From an optimization exercise on the open Yosys and OpenROAD flow, aimed at small area; shortcuts taken in it are not production practice.
The RTL was checked by simulation tests, not by an equivalence proof against the original design.
No activity file was given, so power comes from the tool's default toggle rates.

==> flow/design.v <==
`timescale 1ns / 1ps
`timescale 1ns / 1ps
`timescale 1ns / 1ps
`timescale 1ns / 1ps
`timescale 1ns / 1ps
`timescale 1ns / 1ps
module stopwatch(
    reset,
    btnS,
    btnR,
    sw,
    clk,
    an,
    seg,
    Led,
    LedA,
    LedB
    );
input reset;
input btnS;
input btnR;
output reg [2:0] Led;
output [1:0] LedA;
output reg LedB;
input [2:0] sw;
input clk;
output [3:0] an;
output [7:0] seg;
reg [9:0] c1;    
reg [8:0] c2;    
reg [6:0] c8;    
reg       p8;    
reg [3:0] c10;   
wire tick1  = &c1;
wire tick2  = &c2;
wire tick8  = &c8;
wire tick4  = (c8 == 7'd64) & p8;   
wire tick50 = &c10;
wire ph2    = (c10 == 4'd13);       
wire ph5    = (c10 == 4'd6);        
always @(posedge clk) begin
    if (reset) begin
        c1  <= 10'd523;
        c2  <= 9'd261;
        c8  <= 7'd65;
        p8  <= 1'b0;
        c10 <= 4'd11;
    end else begin
        c1  <= tick1  ? 10'd22 : c1 + 10'd1;
        c2  <= tick2  ? 9'd10  : c2 + 9'd1;
        c8  <= tick8  ? 7'd2   : c8 + 7'd1;
        p8  <= p8 ^ tick8;
        c10 <= tick50 ? 4'd6   : c10 + 4'd1;
    end
end
reg rst_db, btnR_db, pause, pauseLed;
assign LedA = {rst_db, pauseLed};
always @(posedge clk) begin
    if (reset) begin
        rst_db   <= 1'b0;
        btnR_db  <= 1'b0;
        pause    <= 1'b0;
        pauseLed <= 1'b0;
    end else if (tick8) begin
        rst_db  <= btnS;
        btnR_db <= btnR;
        if (btnR & ~btnR_db) begin
            pause    <= ~pause;
            pauseLed <= pause;
        end
    end
end
always @(posedge clk)
    Led <= reset ? 3'b000 : sw;
reg [3:0] su, mu;
reg [2:0] st, mt;
reg [1:0] pend;    
wire mode01 = ~sw[1] & sw[0];
wire cs     = mode01 ? tick2 : tick1;
wire go     = cs & ~pause & ~(sw[1] & sw[0]);
wire [1:0] op_now = sw[1] ? 2'd3 : (mode01 & sw[2]) ? 2'd2 : 2'd1;
wire hold   = go & ph2;
wire [1:0] op = (go & ~ph2) ? op_now : ph5 ? pend : 2'd0;
wire up   = (op == 2'd1);
wire upm  = (op == 2'd2);
wire dn   = (op == 2'd3);
wire su9 = (su == 4'd9), su0 = (su == 4'd0);
wire st5 = (st == 3'd5), st0 = (st == 3'd0);
wire mu9 = (mu == 4'd9), mu0 = (mu == 4'd0);
wire mt5 = (mt == 3'd5), mt0 = (mt == 3'd0);
wire e_st = (up & su9) | (dn & su0);
wire e_mu = (up & su9 & st5) | upm | (dn & su0 & st0);
wire e_mt = e_mu & (dn ? mu0 : mu9);
always @(posedge clk) begin
    if (reset | rst_db) begin
        su <= 4'd0; st <= 3'd0; mu <= 4'd0; mt <= 3'd0;
        pend <= 2'd0;
        LedB <= 1'b0;
    end else begin
        if (up | dn) su <= dn ? (su0 ? 4'd9 : su - 4'd1) : (su9 ? 4'd0 : su + 4'd1);
        if (e_st)    st <= dn ? (st0 ? 3'd5 : st - 3'd1) : (st5 ? 3'd0 : st + 3'd1);
        if (e_mu)    mu <= dn ? (mu0 ? 4'd9 : mu - 4'd1) : (mu9 ? 4'd0 : mu + 4'd1);
        if (e_mt)    mt <= dn ? (mt0 ? 3'd5 : mt - 3'd1) : (mt5 ? 3'd0 : mt + 3'd1);
        if (hold)      pend <= op_now;
        else if (ph5)  pend <= 2'd0;
        if (cs) begin
            if (pause) LedB <= 1'b1;
            else if (~(sw[1] & sw[0])) LedB <= 1'b0;
        end
    end
end
reg [1:0] digPos;
reg       valid;
reg       count_four;
reg [3:0] stage, segd;
reg       mHi, mLo;
always @(posedge clk) begin
    if (reset) begin
        digPos     <= 2'd0;
        valid      <= 1'b0;
        count_four <= 1'b0;
    end else begin
        if (tick4) count_four <= ~count_four;
        if (tick50) begin
            digPos <= digPos + 2'd1;
            if (digPos == 2'd1) valid <= 1'b1;
        end
    end
end
reg [3:0] cur;
always @(*) begin
    case (digPos)
        2'd0: cur = su;
        2'd1: cur = {1'b0, st};
        2'd2: cur = mu;
        default: cur = {1'b0, mt};
    endcase
end
always @(posedge clk) begin
    if (tick50) begin
        stage <= rst_db ? 4'd0 : cur;
        segd  <= stage;
        mHi   <= mode01 & count_four & sw[2];
        mLo   <= mode01 & count_four & ~sw[2];
    end
end
wire [1:0] shown = digPos - 2'd2;
assign an[0] = ~valid | mLo | (shown != 2'd0);
assign an[1] = ~valid | mLo | (shown != 2'd1);
assign an[2] = ~valid | mHi | (shown != 2'd2);
assign an[3] = ~valid | mHi | (shown != 2'd3);
wire [3:0] d = segd;
wire [6:0] pat;
assign pat[0] = (~d[3] & ~d[2] & ~d[1] & d[0]) | (d[2] & ~d[1] & ~d[0]);
assign pat[1] = d[2] & (d[1] ^ d[0]);
assign pat[2] = ~d[2] & d[1] & ~d[0];
assign pat[3] = (~d[2] & ~d[1] & d[0]) | (d[2] & ~d[1] & ~d[0]) | (d[2] & d[1] & d[0]);
assign pat[4] = d[0] | (d[2] & ~d[1]);
assign pat[5] = (~d[3] & ~d[2] & d[0]) | (~d[2] & d[1]) | (d[1] & d[0]);
assign pat[6] = (~d[3] & ~d[2] & ~d[1]) | (d[2] & d[1] & d[0]);
assign seg = valid ? {digPos != 2'd0, pat} : 8'hFF;
endmodule
==> flow/run.sh <==
#!/bin/bash
# synth_recipe.tcl (not shown) runs the flow's synth.tcl, then flattens the netlist and writes it again
# the make line also repeats each setting of config.mk as NAME=value (left out here)
make -C /OpenROAD-flow-scripts/flow DESIGN_CONFIG=/design/flow/config.mk WORK_HOME=/design/flow/orfs CLKGATE_MAP_FILE= SYNTH_SCRIPT=/design/flow/synth_recipe.tcl finish
==> flow/config.mk <==
export PLATFORM = sky130hd
export DESIGN_NAME = stopwatch
export DESIGN_NICKNAME = stopwatch
export VERILOG_FILES = /design/flow/design.v
export SDC_FILE = /design/flow/constraint.sdc
export NUM_CORES = 4
export LEC_CHECK = 0
export ABC_AREA = 1
export CAP_MARGIN = 20
export CORE_MARGIN = 2
export CORE_UTILIZATION = 40
export SLEW_MARGIN = 20
==> flow/constraint.sdc <==
create_clock -name core_clock -period 10.0 [get_ports {clk}]
set_input_delay 2.0000 -clock core_clock [delete_from_list [all_inputs] [get_ports {clk}]]
set_output_delay 2.0000 -clock core_clock [all_outputs]
set_load 0.01 [all_outputs]
==> results of run 1 <==
-- final cells by class --
cell class / instances / area (µm²) / share of cell area [%]
multi-input combinational: 328 / 1770 / 43.2
sequential: 69 / 1480 / 36.3
inverter: 67 / 254 / 6.22
timing repair buffer: 24 / 240 / 5.88
clock buffer: 11 / 153 / 3.74
tap: 108 / 135 / 3.31
clock inverter: 5 / 57.6 / 1.41
-- worst min-delay path by stage --
stage / slack, ns / to / start
after CTS: 0.43 / segd[0] / stage[0]
after global placement: 0.40 / segd[2] / stage[2]
after floorplan: 0.40 / segd[0] / stage[0]
final: 0.43 / segd[0] / stage[0]
after global routing: 0.43 / segd[0] / stage[0]
after detailed placement: 0.41 / segd[0] / stage[0]
-- power groups by stage --
stage          Combinational [mW]  Sequential (mW)  Clock (mW)
6_report                   0.0561            0.308       0.234
5_1_grt                    0.0642            0.311       0.252
4_1_cts                    0.0566            0.309       0.240
3_5_place_dp               0.0564            0.315           0
3_3_place_gp               0.0551            0.314           0
2_1_floorplan              0.0406            0.312           0
-- sequential cells by signal (all words and copies together), names as in the netlist --
signal      count
p8              1
stage           4
count_four      1
st              3
c2              9
mu              4
mHi             1
LedB            1
c1             10
mLo             1
segd            4
Led             3
pend            2
digPos          2
c10             4
mt              3
btnR_db         1
pauseLed        1
pause           1
rst_db          1
su              4
c8              7
valid           1
-- stage by stage --
stage | cells | worst slack (ns) | util, % | power [mW]
floorplan | 472 | 6.76 | - | 0.353
global placement | 596 | 5.96 | 44.7 | 0.370
detailed placement | 596 | 5.94 | 44.7 | 0.371
CTS | 612 | 6.23 | 47.1 | 0.605
global route | 612 | 6.10 | 47.1 | 0.627
finish | 612 | 6.25 | 47.1 | 0.599
-- routing by layer --
metal	track usage, %	wire length [µm]
met1	20.4	3590
met2	25.3	3140
met3	2.79	319
met4	8.01	99
met5	0	0
-- worst register-to-register path: stages (launching register included) --
cell and delay, ns:
dfxtp_1 0.35, ha_1 0.19, nand3_1 0.13, nor2_1 0.10, nand2_1 0.06, inv_1 0.08, nand2_1 0.05, nor2_1 0.08
ha_1 0.29, nand2_1 0.16, nand2_4 0.13, nand4_1 0.11, nand2_2 0.17, nand2_4 0.14, inv_4 0.13, nand2_2 0.10
nand2_2 0.10, nand3_1 0.07, nand2_1 0.07, nor2_1 0.04
-- cell families after synthesis --
| kind of cell | after synthesis | share of synthesized area, % |
|---|---|---|
| simple gates | 209 | 27.3 |
| xor+xnor | 11 | 2.72 |
| fa+ha+maj | 16 | 5.65 |
| buf+inv | 75 | 8.43 |
| compound gates | 92 | 14.1 |
| flops | 69 | 41.8 |
-- layout by cell type (no fill, tap or decap), drive strengths merged --
cell type and count:
xnor2 5, xor2 6, o311ai 1, nor3 6
o21ai 38, clkdlybuf4s50 24, nand3 35, o211ai 2
clkinv 5, nor2 57, edfxtp 10, nand2 96
a21oi 38, nor4 2, nand4 8, a31oi 8
or2 3, nor3b 1, clkbuf 11, bufinv 1
o31ai 1, o211a 1, a21o 1, dfxtp 59
a211oi 1, inv 66, ha 16, nand3b 1
o221ai 1
==> results.txt, run 1 <==
* RSZ-0062 raised after global routing: false
* Achievable clock frequency at 0.267 GHz
* Synthesized area at 3550 µm²
* CP peak stage delay at 0.53 ns
* Longest Clk Path Bufs at 2
* Reg2Reg Setup Slack at 7.35 ns
* Post-Syn Area per Cell at 7.51 µm²
* Starting Density at 40.9%
* Final setup vio count at 0
* Slew of the pin with the lowest slew margin at 0.646 ns
* Largest net degree at the start of global routing at 22
* Gr ovfl total at 0
* Worst EP required at 8.00 ns
* Post-synth top cells: nand2_1, inv_1, dfxtp_1
* Biggest area consumer among synthesized cells: dfxtp_1
* Sw Ratio at 24.9%
* Netlist cell types at 39
* FF+latch count, synth at 69
* Post-synthesis sequential area ratio at 41.8%
* Number of global-route vias before repair at 2852
* Leak at 1.66 nW
* CTS tree: done
* # hold bufs at CTS at 0
* Final cycle utilization of the critical path at 37.5%
* Top post-synthesis cells by area: dfxtp_1, nand2_1, edfxtp_1
* DRT iter0 DRCs at 86
* CTS H-tree lvls at 3
* Die Height at 98.2 µm
* Share of layout cells above drive strength 1 at 7.94%
* CP Capture Type: output port
* Worst skew pair latency at 0.34 ns
* Setup TNS at 0 ns
* Worst reg-to-reg path cell count at 19
* Crit path from: digPos[0]
* Post-DP HPWL at 5390 µm
* DR DRC count at 0
* Setup Fix Bufs, Post-CTS at 0
* Seq pwr share at 51.5%
* Max cap viols at 0
* Final Slew Violations at 0
* Initial antenna violation count at 0
* Worst setup SP type: register
* Routed vias/inst at 4.92
* Final instance area at 4090 µm²
* Hold path cells at 0
* First-pass iteration count of the detailed router at 4
* CP endpoint: an[2]
* Routed Antenna Nets at 0
* Fill count at 875
* Post-synth top area share at 33.3%
* Cell row count at 34
* Cells after synthesis at 472
* Status: complete, no violations
* Total wire length at 7150 µm
* Final hold violations at 0
* Worst r2r src: c2[0]
* Pwr dens at 147 nW/µm²
* CTS root buf: clkbuf_8
* Post-synth EDFFs at 10
* Hold_ws at 0.426 ns
* Ant. Diodes at 0
* First-pass GRT wire length at 12400 µm
* Critical Path AT at 1.75 ns
* Core ar. at 8680 µm²
* Final net count at 522
* TritonCTS buffer count at 9
* RePlAce Congestion at 0.847
* Synth-to-layout area growth at 15.2%
* Syn nets at 495
* Async set-reset flop share out of synthesis at 0%
* Vias at 3008
* Routed len/inst at 11.7 µm
* WP depth at 4
* Period minus WS final at 3.75 ns
* Slowest-stage cell, CP: clkdlybuf4s50_1
* Placed instance area at 3880 µm²
* Logic pwr share at 9.4%
* CP Cell Sequence: inv_1 -> ha_1 -> nand3_1 -> clkdlybuf4s50_1
* Ys flop type: dfxtp_1
* Crit path buf inv count at 2
* Switching power total at 0.149 mW
* Num ports at 25
* Crit Path Category: register to output port
* Most numerous cell in the Yosys netlist: nand2_1
* Die Span X at 98.2 µm
* Pint at 0.450 mW
* Input/output buffers at 24
* Synth warn at 1
* Worst slew margin at 56.8%
* Largest delay share family, worst path: buffers and inverters
* All-layer global routing usage at 15.8%
* Worst r2r dst: st[0]
* Clock transition at path regs at 0.06 ns
* Post_cts resized at 0
* Clock Skews at 0.0144 ns
* Clk sinks at 69
* Hold WC Path Type: register to register
* Area of the die at 9630 µm²
* Worst VDD drop at 77.8 µV
* Clock share of power at 39.1%
* Critical Path Fanout Max at 6
==> inputs of run 2 (changes only) <==
--- a/flow/design.v
+++ b/flow/design.v
@@ -32,24 +32,24 @@
 reg       p8;    
 reg [3:0] c10;   
-wire tick1  = &c1;
-wire tick2  = &c2;
-wire tick8  = &c8;
-wire tick4  = (c8 == 7'd64) & p8;   
-wire tick50 = &c10;
-wire ph2    = (c10 == 4'd13);       
-wire ph5    = (c10 == 4'd6);        
+wire tick1  = (c1 == 10'd989);
+wire tick2  = (c2 == 9'd264);
+wire tick8  = (c8 == 7'd63);
+wire tick4  = (c8 == 7'd7) & p8;    
+wire tick50 = (c10 == 4'd14);
+wire ph2    = (c10 == 4'd7);        
+wire ph5    = (c10 == 4'd12);       
 always @(posedge clk) begin
     if (reset) begin
-        c1  <= 10'd523;
-        c2  <= 9'd261;
-        c8  <= 7'd65;
+        c1  <= 10'd709;
+        c2  <= 9'd21;
+        c8  <= 7'd14;
         p8  <= 1'b0;
-        c10 <= 4'd11;
+        c10 <= 4'd1;
     end else begin
-        c1  <= tick1  ? 10'd22 : c1 + 10'd1;
-        c2  <= tick2  ? 9'd10  : c2 + 9'd1;
-        c8  <= tick8  ? 7'd2   : c8 + 7'd1;
+        c1  <= {c1[8:0],  c1[9] ^ c1[2] ^ tick1};
+        c2  <= {c2[7:0],  c2[8] ^ c2[3] ^ tick2};
+        c8  <= {c8[5:0],  c8[6] ^ c8[5] ^ tick8};
         p8  <= p8 ^ tick8;
-        c10 <= tick50 ? 4'd6   : c10 + 4'd1;
+        c10 <= {c10[2:0], c10[3] ^ c10[0] ^ tick50};
     end
 end
--- a/flow/config.mk
+++ b/flow/config.mk
@@ -10,3 +10,6 @@
 export CORE_MARGIN = 2
 export CORE_UTILIZATION = 40
+export CTS_BUF_LIST = sky130_fd_sc_hd__clkbuf_4
+export CTS_CLUSTER_DIAMETER = 100
+export CTS_CLUSTER_SIZE = 30
 export SLEW_MARGIN = 20
==> results.txt, run 2 <==
* Status: complete, no violations
* Slew of the pin with the lowest slew margin at 0.918 ns (+0.272 ns)
* Post-synth EDFFs at 10 (unchanged)
* Biggest regs: c1 x10, c2 x9, c8 x7
* Highest-count cells in the layout ignoring fill and taps: nand2_1, inv_1, nor2_1, dfxtp_1, nand3_1
* Post-synth top area share at 34.4% (+1.1 points)
* Routed len/inst at 11.7 µm (+0.18%)
* Initial antenna violation count at 0 (unchanged)
* Longest Clk Path Bufs at 2 (unchanged)
* Ant. Diodes at 0 (unchanged)
* Critical Path AT at 1.87 ns (+0.12 ns)
* Worst setup SP type: register
* Async set-reset flop share out of synthesis at 0% (unchanged)
* Routed Antenna Nets at 0 (unchanged)
* Die Span X at 96.7 µm (-1.5%)
* Number of global-route vias before repair at 2798 (-1.9%)
* Clk sinks at 69 (unchanged)
* Most flop-heavy register: c1
* Clock Skews at 0.0126 ns (-0.00178 ns)
* Die Height at 96.7 µm (-1.5%)
* All-layer global routing usage at 16.5% (+0.74 points)
* Leak at 1.71 nW (+3.0%)
* Core ar. at 8260 µm² (-4.8%)
* Gr ovfl total at 0 (unchanged)
* Pwr dens at 126 nW/µm² (-14%)
* Final setup vio count at 0 (unchanged)
* Post-synth top cells: nand2_1, inv_1, nor2_1
* Worst VDD drop at 45.0 µV (-42%)
* CTS tree: done
* Clock transition at path regs at 0.11 ns (+0.05 ns)
* Hold WC Path Type: register to register
* Netlist cell types at 33 (-15%)
* Largest net degree at the start of global routing at 31 (+41%)
* DR WL met3 at 320 µm (+0.31%)
* Worst slew margin at 38.6% (-18 points)
* Area of the die at 9350 µm² (-2.9%)
* Critical Path Fanout Max at 6 (unchanged)
* Synth-to-layout area growth at 12.2%
* WL met2 at 3130 µm (-0.25%)
* First-pass GRT wire length at 12700 µm (+2.4%)
* CTS root buf: clkbuf_4
* Share of layout cells above drive strength 1 at 8.72% (+0.78 points)
* Final cycle utilization of the critical path at 38.7% (+1.2 points)
* Placed instance area at 3740 µm² (-3.6%)
* # hold bufs at CTS at 0 (unchanged)
* Worst EP required at 8.00 ns (about the same)
* First-pass iteration count of the detailed router at 4 (unchanged)
* Worst skew pair latency at 0.42 ns (+0.08 ns)
* Setup Fix Bufs, Post-CTS at 0 (unchanged)
* Achievable clock frequency at 0.258 GHz (-3.1%)
* Post-DP HPWL at 5430 µm (+0.76%)
* Top sig layer: met4
* FF+latch count, synth at 69 (unchanged)
* CTS H-tree lvls at 3 (unchanged)
* Ys flop type: dfxtp_1
* Biggest area consumer among synthesized cells: dfxtp_1
* Post_cts resized at 0 (unchanged)
* Syn nets at 501 (+1.2%)
* Cells after synthesis at 486 (+3.0%)
* Post-synthesis sequential area ratio at 43.1% (+1.3 points)
* Setup TNS at 0 ns (unchanged)
* Hold_ws at 0.434 ns (+0.00807 ns)
* Power Total at 0.484 mW (-19%)
* Synth warn at 1 (unchanged)
* Total wire length at 7270 µm (+1.7%)
* Final hold violations at 0 (unchanged)
* Num ports at 25 (unchanged)
* RSZ-0062 raised after global routing: false
* Starting Density at 41.6% (+0.76 points)
* DR DRC count at 0 (unchanged)
* Final instance area at 3860 µm² (-5.6%)
* Top post-synthesis cells by area: dfxtp_1, nand2_1, edfxtp_1
* Final Slew Violations at 0 (unchanged)
* Period minus WS final at 3.87 ns (+0.121 ns)
* Post-Syn Area per Cell at 7.07 µm² (-5.9%)
* Final net count at 526 (+0.77%)
* TritonCTS buffer count at 9 (unchanged)
* Most numerous cell in the Yosys netlist: nand2_1
* CP Capture Type: output port
* Input/output buffers at 24 (unchanged)
* Max reg flops at 10 (unchanged)
* RePlAce Congestion at 0.825 (-2.6%)
* CP peak stage delay at 0.53 ns (about the same)
* Slowest-stage cell, CP: clkdlybuf4s50_1
* Crit Path Category: register to output port
* Routed vias/inst at 4.80 (-2.4%)
* Max cap viols at 0 (unchanged)
* CP Cell Sequence: inv_1 -> ha_1 -> nand3_1 -> clkdlybuf4s50_1
* Wl on met1 at 3730 µm (+4.0%)
* Synthesized area at 3440 µm² (-3.1%)
* DRT iter0 DRCs at 136 (+58%)
* Most common cell after layout, fill and taps aside: nand2_1
* Cell row count at 33 (-2.9%)
* Vias at 2980 (-0.93%)
-- run 2: cell types whose count changed after synthesis, sizes merged, moves of 2 or more --
cell	previous run	this run
nand2	96	120
buf	3	6
a21oi	38	26
nor2	57	74
ha	16	8
xnor2	5	2
nor4	2	0
xor2	6	1
inv	66	82
or2	3	7
nor3	6	9
o21ai	38	22
a31oi	8	5
-- run 2: metal layers --
metal	global-route usage (%)	vias up
met2	24.8	50
met4	7.58	0
met3	3.11	6
met1	23.0	1346
li1	-	1578
met5	0	-
-- run 2: layout make-up --
class / instances / area, µm²
fillers: 860 / 4400
multi-input cells: 324 / 1570
flip-flops and latches: 69 / 1480
inverters: 82 / 310
repair buffers: 25 / 248
well taps: 105 / 131
clock buffers: 11 / 82.6
clock inverters: 5 / 36.3
-- run 2: critical path, delay by kind of cell (launching register included) --
kind,cells,cell delay (ns)
simple gates,1,0.12
fa+ha+maj,1,0.29
flops,1,0.41
buf+inv,2,0.64
-- run 2: cell families (layout without fill, tap and decap cells) --
kind of cell	Yosys count	after routing	synth area share, %
compound gates	57	57	9.03
xor+xnor	3	3	0.765
fa+ha+maj	8	8	2.91
buf+inv	93	123	11.3
flops	69	69	43.1
simple gates	256	256	32.9
-- run 2: per-stage QoR --
stage	worst slack, ns	cells	util, %
4_1_cts	6.12	621	46.7
6_report	6.13	621	46.7
3_5_place_dp	5.72	605	45.3
5_1_grt	5.88	621	46.7
3_3_place_gp	5.85	605	45.3
2_1_floorplan	6.65	486	-
-- run 2: worst paths after layout --
| path | startpoint | endpoint | slack (ns) | cells past startpoint |
|---|---|---|---|---|
| worst min register to register | c2[6] | c2[7] | 0.43 | 2 |
| worst max register to register | c10[3] | mt[2] | 7.79 | 13 |
| worst min-delay path | c2[6] | c2[7] | 0.43 | 2 |
| worst max-delay path | digPos[0] | an[2] | 6.13 | 4 |
-- run 2: power breakdown --
group / total (mW) / internal (mW) / leakage, nW / switching [mW]
Sequential: 0.294 / 0.289 / 0.568 / 0.00519
Clock: 0.161 / 0.0577 / 0.0678 / 0.103
Combinational: 0.0291 / 0.0115 / 1.07 / 0.0176
Total: 0.484 / 0.358 / 1.71 / 0.126
==> inputs of run 3 (changes only) <==
==> flow/flow/run.sh (new file) <==
#!/bin/bash
# Own layout flow: the standard layout, with three changes.
#  1. Synthesis is the standard synthesis script with only the ABC
#     mapping script replaced by an area-oriented one (flow/area.abc).
#     Everything before ABC (and so every register) is unchanged.
#  2. Ports are buffered with sky130_fd_sc_hd__buf_1.
#  3. CTS uses clkbuf_4 and no dummy loads.
set -euo pipefail
HERE=$(pwd)
FL=$HERE/flow
# Same make command as standard.sh, with our synthesis script.
sed -e "s#SYNTH_SCRIPT=[^ ]*#SYNTH_SCRIPT=$FL/my_synth.tcl#" standard.sh > own_synth.sh
export MY_ABC_SCRIPT=$FL/area.abc
export MY_ABC_NOD=1
bash own_synth.sh synth > synth_own.log 2>&1
export BUFFER_PORTS_ARGS="-buffer_cell sky130_fd_sc_hd__buf_1"
export CTS_ARGS="-sink_clustering_enable -repair_clock_nets -sink_clustering_size 30 -sink_clustering_max_diameter 100 -buf_list sky130_fd_sc_hd__clkbuf_4 -dont_use_dummy_load"
bash standard.sh finish > layout.log 2>&1
==> flow/flow/area.abc (new file) <==
strash
&get -n
&deepsyn -T 20 -S 1
&put
dch
map -a
topo
==> flow/flow/my_synth.tcl (new file) <==
proc synth {args} { yosys synth -nofsm -noshare {*}$args }
proc abc {args} {
  set i [lsearch -exact $args -script]
  if {$i >= 0 && [info exists ::env(MY_ABC_SCRIPT)]} { lset args [expr {$i + 1}] $::env(MY_ABC_SCRIPT) }
  set j [lsearch -exact $args -D]
  if {$j >= 0 && [info exists ::env(MY_ABC_NOD)]} { set args [lreplace $args $j [expr {$j + 1}]] }
  yosys abc {*}$args
}
source $::env(SCRIPTS_DIR)/synth.tcl
# left out here: clear keep_hierarchy, flatten, clean up, hide names made inside functions, write 1_2_yosys.v
==> flow/standard.sh (new file) <==
#!/bin/bash
# synth_recipe.tcl (not shown) runs the flow's synth.tcl, then flattens the netlist and writes it again
# the make line also repeats each setting of config.mk as NAME=value (left out here)
make -C /OpenROAD-flow-scripts/flow DESIGN_CONFIG=/design/flow/config.mk WORK_HOME=/design/flow/orfs CLKGATE_MAP_FILE= SYNTH_SCRIPT=/design/flow/synth_recipe.tcl "${@:-finish}"
removed: flow/run.sh
==> results.txt, run 3 <==
* Post-synth top cells: clkinv_1, dfxtp_1, nor2_1
* Most flop-heavy register: c1
* Syn nets at 378 (-25%)
* Leak at 1.16 nW (-32%)
* DP Cell Count at 486 (-20%)
* # hold bufs at CTS at 0 (unchanged)
* Largest net degree at the start of global routing at 29 (-6.5%)
* Clock transition at path regs at 0.12 ns (about the same)
* Placed instance area at 3120 µm² (-17%)
* Cell row count at 31 (-6.1%)
* Post_cts resized at 0 (unchanged)
* Synth warn at 1 (unchanged)
* Post-synthesis sequential area ratio at 51.1% (+8.0 points)
* Netlist cell types at 28 (-15%)
* Ys flop type: dfxtp_1
* Routed len/inst at 11.4 µm (-2.9%)
* Ant. Diodes at 0 (unchanged)
* Number of global-route vias before repair at 2166 (-23%)
* Slew of the pin with the lowest slew margin at 0.618 ns (-0.300 ns)
* Worst EP required at 10.35 ns (+2.35 ns)
* Achievable clock frequency at 0.209 GHz (-19%)
* Critical Path AT at 5.13 ns (+3.26 ns)
* Biggest regs: c1 x10, c2 x9, c8 x7
* RePlAce Congestion at 0.843 (+2.2%)
* Die Height at 89.2 µm (-7.8%)
* Pwr dens at 137 nW/µm² (+9.1%)
* Routed vias/inst at 4.86 (+1.3%)
* Share of layout cells above drive strength 1 at 4.80% (-3.9 points)
* Fill count at 752 (-13%)
* Most common cell after layout, fill and taps aside: clkinv_1
* Async set-reset flop share out of synthesis at 0% (unchanged)
* Final setup vio count at 0 (unchanged)
* Setup Fix Bufs, Post-CTS at 0 (unchanged)
* Post-synth EDFFs at 10 (unchanged)
* Max reg flops at 10 (unchanged)
* Period minus WS final at 4.78 ns (+0.911 ns)
* Highest-count cells in the layout ignoring fill and taps: clkinv_1, dfxtp_1, nor2_1, nand2_1, a21oi_1
* Critical Path Fanout Max at 4 (-2)
* CTS root buf: clkbuf_4
* CP Capture Type: register
* Biggest area consumer among synthesized cells: dfxtp_1
* Crit Path Category: input pin to register
* Clk sinks at 69 (unchanged)
* Die Span X at 89.2 µm (-7.8%)
* Worst r2r dst: mu[2]
* Final net count at 413 (-21%)
* Non-Filler Instances at 495 (-20%)
* Longest Clk Path Bufs at 2 (unchanged)
* Total wire length at 5630 µm (-23%)
* Final cycle utilization of the critical path at 47.8% (+9.1 points)
* First-pass iteration count of the detailed router at 4 (unchanged)
* Worst r2r src: c2[5]
* Worst setup SP type: input pin
* Clock Skews at 0.0347 ns (+0.0220 ns)
* Input/output buffers at 24 (unchanged)
* All-layer global routing usage at 16.0% (-0.53 points)
* Num ports at 25 (unchanged)
* CP endpoint: mu[2]
* CTS H-tree lvls at 3 (unchanged)
* Synthesized area at 2900 µm² (-16%)
* FF+latch count, synth at 69 (unchanged)
* Worst skew pair latency at 0.42 ns (about the same)
* Post-Syn Area per Cell at 7.99 µm² (+13%)
* Gr ovfl total at 0 (unchanged)
* Hold WC Path Type: register to register
* Worst reg-to-reg path cell count at 19 (+6)
* Max cap viols at 0 (unchanged)
* Worst VDD drop at 71.4 µV (+59%)
* Setup TNS at 0 ns (unchanged)
* Worst slew margin at 58.6% (+20 points)
* Cells after synthesis at 363 (-25%)
* Status: complete, no violations
* Crit path from: sw[0]
* Starting Density at 40.7% (-0.97 points)
* Post-DP HPWL at 4190 µm (-23%)
* Final hold violations at 0 (unchanged)
* Final instance area at 3180 µm² (-17%)
* RSZ-0062 raised after global routing: false
* Vias at 2407 (-19%)
* Final Slew Violations at 0 (unchanged)
* Core ar. at 7140 µm² (-14%)
* Post-synth top area share at 40.7% (+6.3 points)
* Top post-synthesis cells by area: dfxtp_1, edfxtp_1, clkinv_1
* DRT iter0 DRCs at 151 (+11%)
* Routed Antenna Nets at 0 (unchanged)
* TritonCTS buffer count at 9 (unchanged)
* CTS tree: done
* Synth-to-layout area growth at 9.70%
* First-pass GRT wire length at 9600 µm (-25%)
* Reg2Reg Setup Slack at 6.44 ns (-1.35 ns)
* Area of the die at 7950 µm² (-15%)
* DR DRC count at 0 (unchanged)
* Most numerous cell in the Yosys netlist: clkinv_1
* Initial antenna violation count at 0 (unchanged)
run 3: cell count changes after synthesis, moves of 7 or more:
cell,change
nor2_1,-11
nor4_1,+8
a22oi_1,+7
nand2_1,-59
nand3_1,-23
clkinv_1,+63
inv_1,-78
run 3: power breakdown:
group	total, mW	internal, mW	switching, mW
clock	0.124	0.0418	0.0822
sequential	0.293	0.288	0.00417
combinational	0.0194	0.00608	0.0133
total	0.436	0.336	0.0997
run 3: worst min-delay path by stage:
stage          cells after the start  endpoint  slack (ns)     start
6_report                           2     c2[1]        0.39     c2[0]
5_1_grt                            2     c2[1]        0.42     c2[0]
4_1_cts                            2     c2[1]        0.39     c2[0]
3_5_place_dp                       2     c2[7]        0.41     c2[6]
3_3_place_gp                       0   segd[2]        0.40  stage[2]
2_1_floorplan                      2     c2[7]        0.40     c2[6]
run 3: routing by layer:
metal / share of wire [%] / track usage, % / wire length [µm] / up-vias
li1: - / - / - / 1281
met5: 0 / 0 / 0 / -
met4: 2.0 / 6.92 / 114 / 0
met1: 49 / 20.2 / 2760 / 1071
met2: 45 / 25.2 / 2510 / 44
met3: 4.2 / 5.17 / 237 / 11
run 3: worst max-delay path: stages:
cell and delay (ns):
buf_1 0.14, clkinv_1 0.12, nor2_1 0.18, nand2_1 0.10, o22ai_1 0.17, nand2_1 0.09, nor2_1 0.17, nor3_1 0.09
a22o_2 0.23, nor2_1 0.24, nand3_1 0.13, nor2_1 0.23, a31oi_1 0.15, nor2_1 0.17, clkinv_1 0.14, a211oi_1 0.22
a31oi_1 0.06, nor2_1 0.12, o21ai_0 0.12, a21oi_1 0.14, o21a_1 0.13
run 3: final cells by class:
cell class	instances	area, µm²	share of cell area, %
Sequential cell	69	1480	46.5
Multi-Input combinational cell	229	1170	36.7
Inverter	63	236	7.43
Tap cell	99	124	3.89
Timing Repair Buffer	26	105	3.30
Clock buffer	9	67.6	2.12
run 3: through the flow:
| stage | hold slack, ns | utilization (%) | power [mW] | setup WS (ns) |
|---|---|---|---|---|
| 6_report | 0.394 | 44.6 | 0.436 | 5.22 |
| 5_1_grt | 0.417 | 44.6 | 0.456 | 4.63 |
| 4_1_cts | 0.393 | 44.6 | 0.442 | 5.24 |
| 3_5_place_dp | 0.406 | 43.7 | 0.319 | 4.81 |
| 3_3_place_gp | 0.401 | 43.7 | 0.318 | 5.06 |
| 2_1_floorplan | 0.397 | - | 0.311 | 5.47 |
run 3: kinds of logic after synthesis:
family | Yosys count | share of synthesized area, %
XOR/XNOR | 1 | 0.302
AND/OR/NAND/NOR | 148 | 21.6
flip-flops | 69 | 51.1
buffers and inverters | 65 | 8.67
adder cells (fa/ha/maj) | 8 | 3.45
AO/OA/AOI/OAI | 72 | 14.9
==> inputs of run 4 (changes only) <==
--- a/flow/design.v
+++ b/flow/design.v
@@ -27,29 +27,33 @@
 output [3:0] an;
 output [7:0] seg;
-reg [9:0] c1;    
-reg [8:0] c2;    
-reg [6:0] c8;    
-reg       p8;    
-reg [3:0] c10;   
-wire tick1  = (c1 == 10'd989);
+reg [1:0] m4;
+reg [5:0] m63;
+reg [8:0] m501;
+reg [8:0] c2;
+reg [2:0] m5;
+wire even   = ~m4[0];
+wire s62    = (m63 == 6'd32);
+wire j501   = (m501 == 9'd289);
 wire tick2  = (c2 == 9'd264);
-wire tick8  = (c8 == 7'd63);
-wire tick4  = (c8 == 7'd7) & p8;    
-wire tick50 = (c10 == 4'd14);
-wire ph2    = (c10 == 4'd7);        
-wire ph5    = (c10 == 4'd12);       
+wire j5     = (m5 == 3'd6);
+wire tick1  = even & j501;
+wire tick8  = even & s62;
+wire tick4  = (m4 == 2'd1) & s62;
+wire tick50 = even & j5;
+wire ph2    = even & (m5 == 3'd3);      
+wire ph5    = m4[0] & (m5 == 3'd4);     
 always @(posedge clk) begin
     if (reset) begin
-        c1  <= 10'd709;
-        c2  <= 9'd21;
-        c8  <= 7'd14;
-        p8  <= 1'b0;
-        c10 <= 4'd1;
+        m4   <= 2'd0;
+        m63  <= 6'd1;
+        m501 <= 9'd66;
+        c2   <= 9'd21;
+        m5   <= 3'd4;
     end else begin
-        c1  <= {c1[8:0],  c1[9] ^ c1[2] ^ tick1};
-        c2  <= {c2[7:0],  c2[8] ^ c2[3] ^ tick2};
-        c8  <= {c8[5:0],  c8[6] ^ c8[5] ^ tick8};
-        p8  <= p8 ^ tick8;
-        c10 <= {c10[2:0], c10[3] ^ c10[0] ^ tick50};
+        m4   <= m4 + 2'd1;
+        m63  <= {m63[4:0],  m63[5] ^ m63[4]};
+        m501 <= {m501[7:0], m501[8] ^ m501[3] ^ j501};
+        c2   <= {c2[7:0],   c2[8] ^ c2[3] ^ tick2};
+        m5   <= {m5[1:0],   m5[2] ^ m5[0] ^ j5};
     end
 end
--- a/flow/flow/run.sh
+++ b/flow/flow/run.sh
@@ -15,4 +15,4 @@
 bash own_synth.sh synth > synth_own.log 2>&1
 export BUFFER_PORTS_ARGS="-buffer_cell sky130_fd_sc_hd__buf_1"
-export CTS_ARGS="-sink_clustering_enable -repair_clock_nets -sink_clustering_size 30 -sink_clustering_max_diameter 100 -buf_list sky130_fd_sc_hd__clkbuf_4 -dont_use_dummy_load"
+export CTS_ARGS="-sink_clustering_enable -sink_clustering_size 24 -sink_clustering_max_diameter 300 -buf_list sky130_fd_sc_hd__clkbuf_4 -dont_use_dummy_load"
 bash standard.sh finish > layout.log 2>&1
==> flow/flow/area.abc (replaced) <==
strash
&get -n
&deepsyn -T 20 -S 1
&put
dch -f
amap
topo
==> results.txt, run 4 <==
* Pint at 0.337 mW (+0.14%)
* Vias at 2217 (-7.9%)
* Syn nets at 337 (-11%)
* Netlist cell types at 35 (+25%)
* Post_cts resized at 0 (unchanged)
* Num ports at 25 (unchanged)
* Logic pwr share at 7.8% (+3.4 points)
* Core ar. at 6760 µm² (-5.3%)
* Pwr dens at 147 nW/µm² (+7.7%)
* DRT iter0 DRCs at 139 (-7.9%)
* Most numerous cell in the Yosys netlist: nor2_1
* Clk sinks at 67 (-2.9%)
* Total wire length at 5140 µm (-8.7%)
* First-pass iteration count of the detailed router at 4 (unchanged)
* Final setup vio count at 0 (unchanged)
* Largest net degree at the start of global routing at 41 (+41%)
* CTS root buf: clkbuf_4
* Gr ovfl total at 0 (unchanged)
* Final net count at 371 (-10%)
* Clock Skews at 0.0487 ns (+0.0140 ns)
* Switching power total at 0.110 mW (+9.9%)
* Post-synth top cells: nor2_1, dfxtp_1, clkinv_1
* DR DRC count at 0 (unchanged)
* Crit Path Category: input pin to register
* Setup ws final at 3.82 ns (-1.39 ns)
* Input/output buffers at 24 (unchanged)
* Worst setup SP type: input pin
* Worst VDD drop at 95.3 µV (+34%)
* Slew of the pin with the lowest slew margin at 1.04 ns (+0.427 ns)
* Cells after synthesis at 320 (-12%)
* Final Slew Violations at 0 (unchanged)
* Biggest regs: c2 x9, m501 x9, m63 x6
* CP Capture Type: register
* Top post-synthesis cells by area: dfxtp_1, edfxtp_1, nor2_1
* Clock transition at path regs at 0.08 ns (-0.04 ns)
* Post-Syn Area per Cell at 8.68 µm² (+8.5%)
* Clock share of power at 27.4% (-1.0 points)
* All-layer global routing usage at 15.5% (-0.46 points)
* Worst slew margin at 30.1% (-29 points)
* Worst EP required at 10.24 ns (-0.11 ns)
* Synth warn at 1 (unchanged)
* Post-synth EDFFs at 10 (unchanged)
* FF+latch count, synth at 67 (-2.9%)
* Final cycle utilization of the critical path at 61.8% (+14 points)
* Worst skew pair latency at 0.40 ns (-0.02 ns)
* RePlAce Congestion at 0.848 (+0.56%)
* Routed len/inst at 11.9 µm (+4.6%)
* Seq pwr share at 64.8% (-2.3 points)
* CTS H-tree lvls at 3 (unchanged)
* Initial antenna violation count at 0 (unchanged)
* First-pass GRT wire length at 9060 µm (-5.7%)
* # hold bufs at CTS at 0 (unchanged)
* Max cap viols at 0 (unchanged)
* Final hold violations at 0 (unchanged)
* Setup Fix Bufs, Post-CTS at 0 (unchanged)
* Post-Place Setup Slack at 3.55 ns (-1.26 ns)
* CTS tree: done
* Period minus WS final at 6.18 ns (+1.39 ns)
* Critical Path AT at 6.41 ns (+1.28 ns)
* Synth-to-layout area growth at 9.01%
* Die Height at 87.3 µm (-2.1%)
* RSZ-0062 raised after global routing: false
* Routed Antenna Nets at 0 (unchanged)
* Post-synthesis sequential area ratio at 51.9% (+0.86 points)
* Sw Ratio at 24.5% (+1.7 points)
* Most common cell after layout, fill and taps aside: nor2_1
* Worst reg-to-reg path cell count at 27 (+8)
* Routed vias/inst at 5.13 (+5.5%)
* Synthesized area at 2780 µm² (-4.3%)
* Ant. Diodes at 0 (unchanged)
* Critical Path Fanout Max at 5 (+1)
* Share of layout cells above drive strength 1 at 2.84% (-2.0 points)
* Leak at 1.05 nW (-10%)
* Hold path cells at 2 (unchanged)
* Achievable clock frequency at 0.162 GHz (-23%)
* TritonCTS buffer count at 9 (unchanged)
* Longest Clk Path Bufs at 2 (unchanged)
* Starting Density at 41.1% (+0.44 points)
* Hold WC Path Type: register to register
* Status: complete, no violations
* Highest-count cells in the layout ignoring fill and taps: nor2_1, dfxtp_1, clkinv_1, buf_1, nand2_1
* Area of the die at 7620 µm² (-4.1%)
* Number of global-route vias before repair at 2046 (-5.5%)
* Post-synth top area share at 41.1% (+0.39 points)
* Setup TNS at 0 ns (unchanged)
* Cell row count at 30 (-3.2%)
* Async set-reset flop share out of synthesis at 0% (unchanged)
* Biggest area consumer among synthesized cells: dfxtp_1
* Ys flop type: dfxtp_1
* Post-DP HPWL at 3830 µm (-8.8%)
* Die Span X at 87.3 µm (-2.1%)
## run 4: cell types whose count changed after synthesis, sizes merged, moves of 4 or more
cell	before	now
nand2	54	23
a21oi	26	6
clkinv	63	50
o22ai	1	11
nor2b	0	9
o21ai	20	11
nor4	8	1
or2	4	10
nand3	11	6
nor3	7	12
or3	0	4
## run 4: path summary, 6_finish.rpt
kind	startpoint	slack, ns	to
worst min-delay path	m501[7]	0.41	m501[8]
worst max register to register	c2[3]	4.88	mt[1]
worst max-delay path	sw[1]	3.82	mt[1]
worst min register to register	m501[7]	0.41	m501[8]
## run 4: cells by family after synthesis
family	share of synthesized area [%]
flip-flops	51.9
AO/OA/AOI/OAI	15.3
adder cells (fa/ha/maj)	4.51
AND/OR/NAND/NOR	21.0
buffers and inverters	7.30
## run 4: per-layer routing
| layer | GRT usage (%) | vias to the layer above | part of all wire, % |
|---|---|---|---|
| met5 | 0 | - | 0 |
| met2 | 24.0 | 42 | 44 |
| met1 | 19.6 | 997 | 48 |
| met3 | 3.51 | 11 | 4.5 |
| li1 | - | 1167 | - |
| met4 | 9.37 | 0 | 2.6 |
## run 4: stage by stage
step                      total power [mW]  cells  cell area (µm²)  util [%]  hold WS, ns
final                                0.446    432             3030      44.8        0.407
after global placement               0.330    423             2960      43.8        0.402
after detailed placement             0.331    423             2960      43.8        0.409
after CTS                            0.454    432             3030      44.8        0.413
after floorplan                      0.318    320             2780         -        0.400
after global routing                 0.474    432             3030      44.8        0.418
## run 4: power groups by stage
stage          Clock [mW]  Combinational [mW]  Sequential [mW]
2_1_floorplan           0              0.0238            0.294
6_report            0.122              0.0348            0.289
3_5_place_dp            0              0.0356            0.296
5_1_grt             0.142              0.0407            0.291
3_3_place_gp            0              0.0342            0.295
4_1_cts             0.129              0.0357            0.289
## run 4: layout make-up
class,instances,area [µm²]
Sequential cell,67,1440
Multi-Input combinational cell,201,1130
Fill cell,695,3730
Inverter,50,188
Timing Repair Buffer,25,97.6
Clock buffer,9,67.6
Tap cell,80,100
## run 4: worst max-delay path, cell delays in order
cell      delay [ns]
buf_1           0.13
clkinv_1        0.10
and3_1          0.16
o21ai_0         0.20
or2_0           0.21
nand2_1         0.09
o22ai_1         0.24
nor2b_1         0.36
clkinv_1        0.17
nor2_1          0.18
o21ai_0         0.13
nor2_1          0.15
o221ai_1        0.19
clkinv_1        0.13
o21ai_0         0.18
nor2_1          0.13
a21oi_1         0.09
nor3_1          0.40
clkinv_1        0.20
o22ai_1         0.18
nand3_1         0.14
clkinv_1        0.09
o21ai_0         0.15
a21oi_1         0.21
o21a_1          0.14
nor3_1          0.04
==> inputs of run 5 (changes only) <==
--- a/flow/flow/run.sh
+++ b/flow/flow/run.sh
@@ -15,4 +15,4 @@
 bash own_synth.sh synth > synth_own.log 2>&1
 export BUFFER_PORTS_ARGS="-buffer_cell sky130_fd_sc_hd__buf_1"
-export CTS_ARGS="-sink_clustering_enable -sink_clustering_size 24 -sink_clustering_max_diameter 300 -buf_list sky130_fd_sc_hd__clkbuf_4 -dont_use_dummy_load"
+export CTS_ARGS="-sink_clustering_enable -sink_clustering_size 35 -sink_clustering_max_diameter 300 -buf_list sky130_fd_sc_hd__clkbuf_8 -dont_use_dummy_load"
 bash standard.sh finish > layout.log 2>&1
==> results.txt, run 5 <==
* Die Height at 87.3 µm (unchanged)
* Crit path top cell by count: clkinv_1
* Input/output buffers at 24 (unchanged)
* Post-Syn Area per Cell at 8.68 µm² (unchanged)
* Slew of the pin with the lowest slew margin at 1.04 ns (-0.00604 ns)
* Die Span X at 87.3 µm (unchanged)
* Slowest-stage cell, CP: nor3_1
* Biggest regs: c2 x9, m501 x9, m63 x6
* Clock Skews at 0.0311 ns (-0.0176 ns)
* Hold_ws at 0.409 ns (+0.00167 ns)
* First-pass GRT wire length at 9030 µm (-0.30%)
* Hold WC Path Type: register to register
* Final Slew Violations at 0 (unchanged)
* Top post-synthesis cells by area: dfxtp_1, edfxtp_1, nor2_1
* Post-Synth Adder-Cell Area at 4.51% (unchanged)
* RePlAce Congestion at 0.848 (unchanged)
* Main combinational cell family by area after synthesis: simple AND/OR/NAND/NOR gates
* Cells after synthesis at 320 (unchanged)
* Worst setup SP type: input pin
* Simple logic cell fraction of the synthesized area at 21.0% (unchanged)
* Routed len/inst at 11.9 µm (about the same)
* Routed vias/inst at 5.13 (about the same)
* Complex-gate fraction of the synthesized area at 15.3% (unchanged)
* Ant. Diodes at 0 (unchanged)
* Power Total at 0.489 mW (+9.5%)
* Util after Layout at 45.6% (+0.83 points)
* Total wire length at 5140 µm (about the same)
* CP Capture Type: register
* Async set-reset flop share out of synthesis at 0% (unchanged)
* Worst slew margin at 30.5% (+0.40 points)
* Setup Fix Bufs, Post-CTS at 0 (unchanged)
* Clock transition at path regs at 0.05 ns (-0.03 ns)
* TritonCTS buffer count at 9 (unchanged)
* First-pass iteration count of the detailed router at 4 (unchanged)
* Critical Path Fanout Max at 5 (unchanged)
* Sw Ratio at 23.2% (-1.3 points)
* Max cap viols at 0 (unchanged)
* Leak at 1.07 nW (+2.2%)
* Vias at 2215 (-0.090%)
* CTS tree: done
* Grt peak-use layer: met2
* Logic pwr share at 7.2% (-0.6 points)
* Area of the multi-input gates at 1130 µm² (unchanged)
* Critical Path AT at 6.43 ns (+0.02 ns)
* Gr ovfl total at 0 (unchanged)
* Final setup vio count at 0 (unchanged)
* Setup ws final at 3.76 ns (-0.0695 ns)
* Crit Path Category: input pin to register
* # hold bufs at CTS at 0 (unchanged)
* Ys flop type: dfxtp_1
* Largest delay share family, worst path: simple AND/OR/NAND/NOR gates
* Achievable clock frequency at 0.160 GHz (-1.1%)
* Setup TNS at 0 ns (unchanged)
* Post-synth top area share at 41.1% (unchanged)
* Switching power total at 0.113 mW (+3.6%)
* Met3 Use GR at 3.51% (unchanged)
* Synth warn at 1 (unchanged)
* Seq pwr share at 59.3% (-5.5 points)
* CP peak stage delay at 0.40 ns (about the same)
* CTS H-tree lvls at 3 (unchanged)
* FF+latch count, synth at 67 (unchanged)
* Largest net degree at the start of global routing at 41 (unchanged)
* Cell row count at 30 (unchanged)
* Number of global-route vias before repair at 2038 (-0.39%)
* Reg area at 1440 µm² (unchanged)
* GR Util met2 at 24.0% (unchanged)
* Post-DP HPWL at 3830 µm (unchanged)
* Starting Density at 41.1% (unchanged)
* Syn nets at 337 (unchanged)
* Post-synth top cells: nor2_1, dfxtp_1, clkinv_1
* Xor/xnor share of the synthesized area at 0% (unchanged)
* All-layer global routing usage at 15.4% (-0.079 points)
* Num ports at 25 (unchanged)
* Most numerous cell in the Yosys netlist: nor2_1
* Routed Antenna Nets at 0 (unchanged)
* Crit path buf inv count at 6 (unchanged)
* Worst EP required at 10.18 ns (-0.06 ns)
* Post-synthesis sequential area ratio at 51.9% (unchanged)
* Grt met1 use at 19.6% (-0.059 points)
* Clock share of power at 33.6% (+6.2 points)
* Longest Clk Path Bufs at 2 (unchanged)
* Post-Place Setup Slack at 3.55 ns (unchanged)
* Fill count at 692 (-0.43%)
* DRT iter0 DRCs at 146 (+5.0%)
* Final net count at 371 (unchanged)
* Area of the die at 7620 µm² (unchanged)
* Mux share of post-synthesis cell area at 0% (unchanged)
* Period minus WS final at 6.24 ns (+0.0695 ns)
* Synth-to-layout area growth at 11.0%
* CTS root buf: clkbuf_8
* Synthesized area at 2780 µm² (unchanged)
* Worst VDD drop at 103 µV (+8.0%)
* Share of layout cells above drive strength 1 at 2.84% (unchanged)
* Post_cts resized at 0 (unchanged)
* Biggest area consumer among synthesized cells: dfxtp_1
* Worst skew pair latency at 0.34 ns (-0.06 ns)
* Initial antenna violation count at 0 (unchanged)
* Highest-count cells in the layout ignoring fill and taps: nor2_1, dfxtp_1, clkinv_1, buf_1, nand2_1
* Clk sinks at 67 (unchanged)
* Most common cell after layout, fill and taps aside: nor2_1
* Netlist cell types at 35 (unchanged)
* Post-synth EDFFs at 10 (unchanged)
* Pwr dens at 158 nW/µm² (+7.5%)
* Final cycle utilization of the critical path at 62.4% (+0.69 points)
* DR DRC count at 0 (unchanged)
* RSZ-0062 raised after global routing: false
* Pint at 0.375 mW (+11%)
* Final hold violations at 0 (unchanged)
* Core ar. at 6760 µm² (unchanged)
* Status: complete, no violations
run 5: metal layers:
metal / up-vias / part of all wire (%)
met5: - / 0
met4: 0 / 2.5
met3: 11 / 4.6
met2: 45 / 45
met1: 996 / 48
li1: 1163 / -
run 5: path summary, 6_finish.rpt:
check,startpoint,to,slack (ns),cells past startpoint
max,sw[1],mt[1],3.76,26
min reg2reg,m501[7],m501[8],0.41,2
max reg2reg,c2[3],mt[1],4.88,27
min,m501[7],m501[8],0.41,2
run 5: through the flow:
stage | cell area (µm²) | instances
finish | 3080 | 432
global route | 3080 | 432
CTS | 3080 | 432
detailed placement | 2960 | 423
global placement | 2960 | 423
floorplan | 2780 | 320
run 5: area by class of cell:
cell class	instances	share of cell area, %
multi-input cells	201	36.7
repair buffers	25	3.17
well taps	80	3.25
inverters	50	6.09
flip-flops and latches	67	46.8
clock buffers	9	4.02
run 5: logic make-up after synthesis:
family	count (synthesis)
and+or+nand+nor	130
adders and majority gates	10
buffers and inverters	52
AOI/OAI and AO/OA	61
DFF	67
run 5: power by group through the flow:
stage / Combinational [mW] / Sequential, mW / Clock [mW]
after CTS: 0.0357 / 0.290 / 0.171
after floorplan: 0.0238 / 0.294 / 0
after global routing: 0.0407 / 0.291 / 0.185
after detailed placement: 0.0356 / 0.296 / 0
after global placement: 0.0342 / 0.295 / 0
final: 0.0350 / 0.290 / 0.164
run 5: worst register-to-register path: stages, from the launching register on:
cell      delay [ns]
dfxtp_1         0.35
nand2_1         0.07
nor3_1          0.13
nand4_1         0.11
nor3_1          0.22
and3_1          0.21
o21ai_0         0.10
or2_0           0.26
o22ai_1         0.23
nor2b_1         0.36
clkinv_1        0.18
nor2_1          0.19
o21ai_0         0.13
nor2_1          0.15
o221ai_1        0.20
clkinv_1        0.13
o21ai_0         0.18
nor2_1          0.13
a21oi_1         0.09
nor3_1          0.40
clkinv_1        0.20
o22ai_1         0.18
nand3_1         0.14
clkinv_1        0.09
o21ai_0         0.15
a21oi_1         0.21
o21a_1          0.14
nor3_1          0.04
==> inputs of run 6 (changes only) <==
--- a/flow/design.v
+++ b/flow/design.v
@@ -118,5 +118,5 @@
 reg       count_four;
 reg [3:0] stage, segd;
-reg       mHi, mLo;
+reg       blank;    
 always @(posedge clk) begin
     if (reset) begin
@@ -145,13 +145,12 @@
         stage <= rst_db ? 4'd0 : cur;
         segd  <= stage;
-        mHi   <= mode01 & count_four & sw[2];
-        mLo   <= mode01 & count_four & ~sw[2];
+        blank <= mode01 & count_four & (sw[2] == (digPos[1] ^ ~digPos[0]));
     end
 end
 wire [1:0] shown = digPos - 2'd2;
-assign an[0] = ~valid | mLo | (shown != 2'd0);
-assign an[1] = ~valid | mLo | (shown != 2'd1);
-assign an[2] = ~valid | mHi | (shown != 2'd2);
-assign an[3] = ~valid | mHi | (shown != 2'd3);
+assign an[0] = ~valid | blank | (shown != 2'd0);
+assign an[1] = ~valid | blank | (shown != 2'd1);
+assign an[2] = ~valid | blank | (shown != 2'd2);
+assign an[3] = ~valid | blank | (shown != 2'd3);
 wire [3:0] d = segd;
 wire [6:0] pat;
==> flow/flow/run.sh (replaced) <==
#!/bin/bash
# Own layout flow: the standard layout, with three changes.
#  1. Synthesis is the standard synthesis script with the ABC
#     mapping script replaced by an area-oriented one (flow/area.abc).
#     Yosys's own gate-level adder lowering is used instead of ORFS's
#     half/full-adder cell mapping, so ABC sees all combinational logic.
#     Everything else (and so every register) is unchanged.
#  2. Ports are buffered with sky130_fd_sc_hd__buf_1.
#  3. CTS uses clkbuf_4 and no dummy loads.
set -euo pipefail
HERE=$(pwd)
FL=$HERE/flow
# Same make command as standard.sh, with our synthesis script.
sed -e "s#SYNTH_SCRIPT=[^ ]*#SYNTH_SCRIPT=$FL/my_synth.tcl#" standard.sh > own_synth.sh
export MY_ABC_SCRIPT=$FL/area.abc
export MY_ABC_NOD=1
export MY_NO_ADDER=1
bash own_synth.sh synth > synth_own.log 2>&1
export BUFFER_PORTS_ARGS="-buffer_cell sky130_fd_sc_hd__buf_1"
export CTS_ARGS="-sink_clustering_enable -repair_clock_nets -sink_clustering_size 30 -sink_clustering_max_diameter 100 -buf_list sky130_fd_sc_hd__clkbuf_4 -dont_use_dummy_load"
bash standard.sh finish > layout.log 2>&1
--- a/flow/flow/my_synth.tcl
+++ b/flow/flow/my_synth.tcl
@@ -7,4 +7,5 @@
   yosys abc {*}$args
 }
+if {[info exists ::env(MY_NO_ADDER)]} { unset -nocomplain ::env(ADDER_MAP_FILE) }
 source $::env(SCRIPTS_DIR)/synth.tcl
 # left out here: clear keep_hierarchy, flatten, clean up, hide names made inside functions, write 1_2_yosys.v
--- a/flow/config.mk
+++ b/flow/config.mk
@@ -9,5 +9,5 @@
 export CAP_MARGIN = 20
 export CORE_MARGIN = 2
-export CORE_UTILIZATION = 40
+export CORE_UTILIZATION = 60
 export CTS_BUF_LIST = sky130_fd_sc_hd__clkbuf_4
 export CTS_CLUSTER_DIAMETER = 100
==> results.txt, run 6 <==
* Critical Path Fanout Max at 4 (-1)
* Number of global-route vias before repair at 1915 (-6.0%)
* Final cycle utilization of the critical path at 60.8% (-1.7 points)
* Initial antenna violation count at 0 (unchanged)
* Worst r2r src: c2[1]
* Biggest area consumer among synthesized cells: dfxtp_1
* DR DRC count at 0 (unchanged)
* Highest-count cells in the layout ignoring fill and taps: nor2_1, dfxtp_1, clkinv_1, nand2_1, buf_1
* Routed Antenna Nets at 0 (unchanged)
* Leak at 0.977 nW (-8.6%)
* Total wire length at 4710 µm (-8.3%)
* First-pass GRT wire length at 8290 µm (-8.2%)
* Synthesized area at 2630 µm² (-5.2%)
* Async set-reset flop share out of synthesis at 0% (unchanged)
* Clock Skews at 0.0311 ns (-0.0000156 ns)
* Netlist cell types at 34 (-2.9%)
* Final hold violations at 0 (unchanged)
* Input/output buffers at 24 (unchanged)
* Routed len/inst at 11.9 µm (about the same)
* Cell row count at 24 (-20%)
* Crit Path Category: input pin to register
* Most common cell after layout, fill and taps aside: nor2_1
* CTS H-tree lvls at 3 (unchanged)
* Post-synth EDFFs at 9 (-1)
* CP Capture Type: register
* Post-synth top area share at 43.3% (+2.2 points)
* FF+latch count, synth at 66 (-1.5%)
* Core ar. at 4290 µm² (-36%)
* Synth warn at 1 (unchanged)
* CTS root buf: clkbuf_4
* Num ports at 25 (unchanged)
* Largest delay share family, worst path: simple AND/OR/NAND/NOR gates
* Worst skew pair latency at 0.40 ns (+0.06 ns)
* Max cap viols at 0 (unchanged)
* Critical Path AT at 6.37 ns (-0.06 ns)
* Starting Density at 61.3% (+20 points)
* Synth-to-layout area growth at 8.70%
* Final setup vio count at 0 (unchanged)
* Worst slew margin at 50.2% (+20 points)
* Biggest regs: c2 x9, m501 x9, m63 x6
* Post-synth top cells: nor2_1, dfxtp_1, clkinv_1
* RePlAce Congestion at 0.877 (+3.5%)
* Routed vias/inst at 5.37 (+4.8%)
* Final Slew Violations at 0 (unchanged)
* Post-DP HPWL at 3480 µm (-9.0%)
* Top post-synthesis cells by area: dfxtp_1, edfxtp_1, nor2_1
* Crit path top cell by count: nor2_1
* DRT iter0 DRCs at 145 (-0.68%)
* RSZ-0062 raised after global routing: false
* CTS tree: done
* Status: complete, no violations
* Clk sinks at 66 (-1.5%)
* Share of layout cells above drive strength 1 at 3.49% (+0.65 points)
* Gr ovfl total at 0 (unchanged)
* Largest net degree at the start of global routing at 39 (-4.9%)
* Syn nets at 318 (-5.6%)
* Hold WC Path Type: register to register
* Ant. Diodes at 0 (unchanged)
* Crit path buf inv count at 5 (-1)
* Longest Clk Path Bufs at 2 (unchanged)
* Pwr dens at 146 nW/µm² (-8.0%)
* TritonCTS buffer count at 9 (unchanged)
* Vias at 2127 (-4.0%)
* CP peak stage delay at 0.39 ns (about the same)
* Hold_sp: m501[7]
* Most numerous cell in the Yosys netlist: nor2_1
* Slowest-stage cell, CP: a211oi_1
* Worst setup SP type: input pin
* Area of the die at 4930 µm² (-35%)
* Post-synthesis sequential area ratio at 53.6% (+1.7 points)
* Hold_ws at 0.422 ns (+0.0136 ns)
* Period minus WS final at 6.08 ns (-0.167 ns)
* Worst EP required at 10.29 ns (+0.11 ns)
* Setup TNS at 0 ns (unchanged)
* Ys flop type: dfxtp_1
* Crit path from: sw[1]
* Post_cts resized at 0 (unchanged)
* Achievable clock frequency at 0.165 GHz (+2.7%)
* Post-Syn Area per Cell at 8.46 µm² (-2.4%)
* Slew of the pin with the lowest slew margin at 0.728 ns (-0.311 ns)
* All-layer global routing usage at 21.4% (+6.0 points)
* Cells after synthesis at 311 (-2.8%)
* Clock transition at path regs at 0.10 ns (+0.05 ns)
* Die Height at 70.2 µm (-20%)
* Util after Layout at 66.6% (+21 points)
* Final net count at 353 (-4.9%)
* Die Span X at 70.2 µm (-20%)
* Setup Fix Bufs, Post-CTS at 0 (unchanged)
* # hold bufs at CTS at 0 (unchanged)
* Worst VDD drop at 111 µV (+7.8%)
* First-pass iteration count of the detailed router at 4 (unchanged)
## run 6: changes by cell type after synthesis, moves of 3 or more
cell / delta
o22ai_1: -6
ha_1: -10
nor3_1: -7
nor4_1: +3
a31oi_1: -3
nor2_1: +3
o21ai_0: +3
a222oi_1: -3
a21oi_1: +4
a211oi_1: +5
or2_0: -3
## run 6: final timing paths
path | endpoint | slack, ns | cells past startpoint
worst min register to register | m501[8] | 0.42 | 2
worst max register to register | mt[2] | 4.93 | 26
worst min-delay path | m501[8] | 0.42 | 2
worst max-delay path | mt[2] | 3.92 | 27
## run 6: cells by family (layout without fill, tap and decap cells)
group                  count (synthesis)  after routing  synth area share (%)
and+or+nand+nor                      129            129                  21.9
AOI/OAI and AO/OA                     65             65                  16.9
buffers and inverters                 51             84                  7.56
DFF                                   66             66                  53.6
## run 6: worst register-to-register path, cell delays in order (launching register included)
cell and delay, ns:
dfxtp_1 0.32, or4_1 0.52, nor3_1 0.24, and2_0 0.19
o21ai_0 0.13, nand2b_1 0.21, o22ai_1 0.24, clkinv_1 0.15
nor2_1 0.17, clkinv_1 0.11, nor2_1 0.19, nor2_1 0.07
a211oi_1 0.39, o221ai_1 0.24, clkinv_1 0.09, nand2_1 0.10
nor2_1 0.09, o21ai_0 0.10, nor2_1 0.20, a21oi_1 0.08
nor2_1 0.17, nand2_1 0.12, nor3_1 0.23, o221ai_1 0.21
clkinv_1 0.09, o21ai_0 0.10, o31ai_1 0.20
## run 6: area by class of cell
| cell class | count | area, µm² |
|---|---|---|
| Multi-Input combinational cell | 194 | 1030 |
| Inverter | 49 | 184 |
| Tap cell | 52 | 65.1 |
| Clock buffer | 9 | 67.6 |
| Fill cell | 385 | 1430 |
| Sequential cell | 66 | 1410 |
| Timing Repair Buffer | 26 | 105 |
## run 6: layer usage
layer | GRT usage [%] | wire, µm | up-vias
met5 | 0 | 0 | -
met4 | 10.0 | 101 | 0
met3 | 6.78 | 289 | 11
met2 | 29.9 | 1890 | 50
met1 | 30.2 | 2430 | 936
li1 | - | - | 1130
## run 6: through the flow
stage | instances | setup slack [ns] | power (mW) | cell area [µm²]
after floorplan | 311 | 4.44 | 0.297 | 2630
after global placement | 387 | 3.89 | 0.305 | 2790
after detailed placement | 387 | 3.67 | 0.305 | 2790
after CTS | 396 | 4.03 | 0.421 | 2860
after global routing | 396 | 3.30 | 0.435 | 2860
final | 396 | 3.92 | 0.417 | 2860
## run 6: report_power, final
part	total (mW)	internal (mW)	switching [mW]
Clock	0.118	0.0418	0.0763
Sequential	0.280	0.276	0.00444
Combinational	0.0187	0.00654	0.0122

-- separate check: timing with driven ports --
How much do the figures lean on ideal ports? The routed layouts below were timed once more, with nothing changed but the port constraints.
Step 1 assumes that a clkbuf_16 drives the clock port and a buf_2 every other input.
Step 2 adds t to the input delays and takes it off the output delays; t is the mean of the earliest and latest rising clock arrival at the registers after step 1. Input paths then give back, and output paths get back, about the clock's delay inside the block.
Three values: ideal ports, drivers, drivers and shift; two values: the first two.
| run | shift t [ns] | slack for setup (ns) | worst register clock-pin slew, ns | cell pins on the clock port's net |
|---|---|---|---|---|
| run 1 | 0.360 | 6.252 / 6.222 / 5.935 | 0.08 / 0.08 | 1 |
| run 2 | 0.445 | 6.130 / 6.101 / 5.706 | 0.12 / 0.12 | 1 |
| run 3 | 0.429 | 5.219 / 5.225 / 4.795 | 0.12 / 0.12 | 1 |
| run 4 | 0.407 | 3.825 / 3.831 / 3.423 | 0.12 / 0.12 | 1 |
| run 5 | 0.350 | 3.755 / 3.764 / 3.414 | 0.08 / 0.08 | 1 |
| run 6 | 0.412 | 3.922 / 3.923 / 3.510 | 0.11 / 0.11 | 1 |
After both steps setup and hold are still met in every run listed.
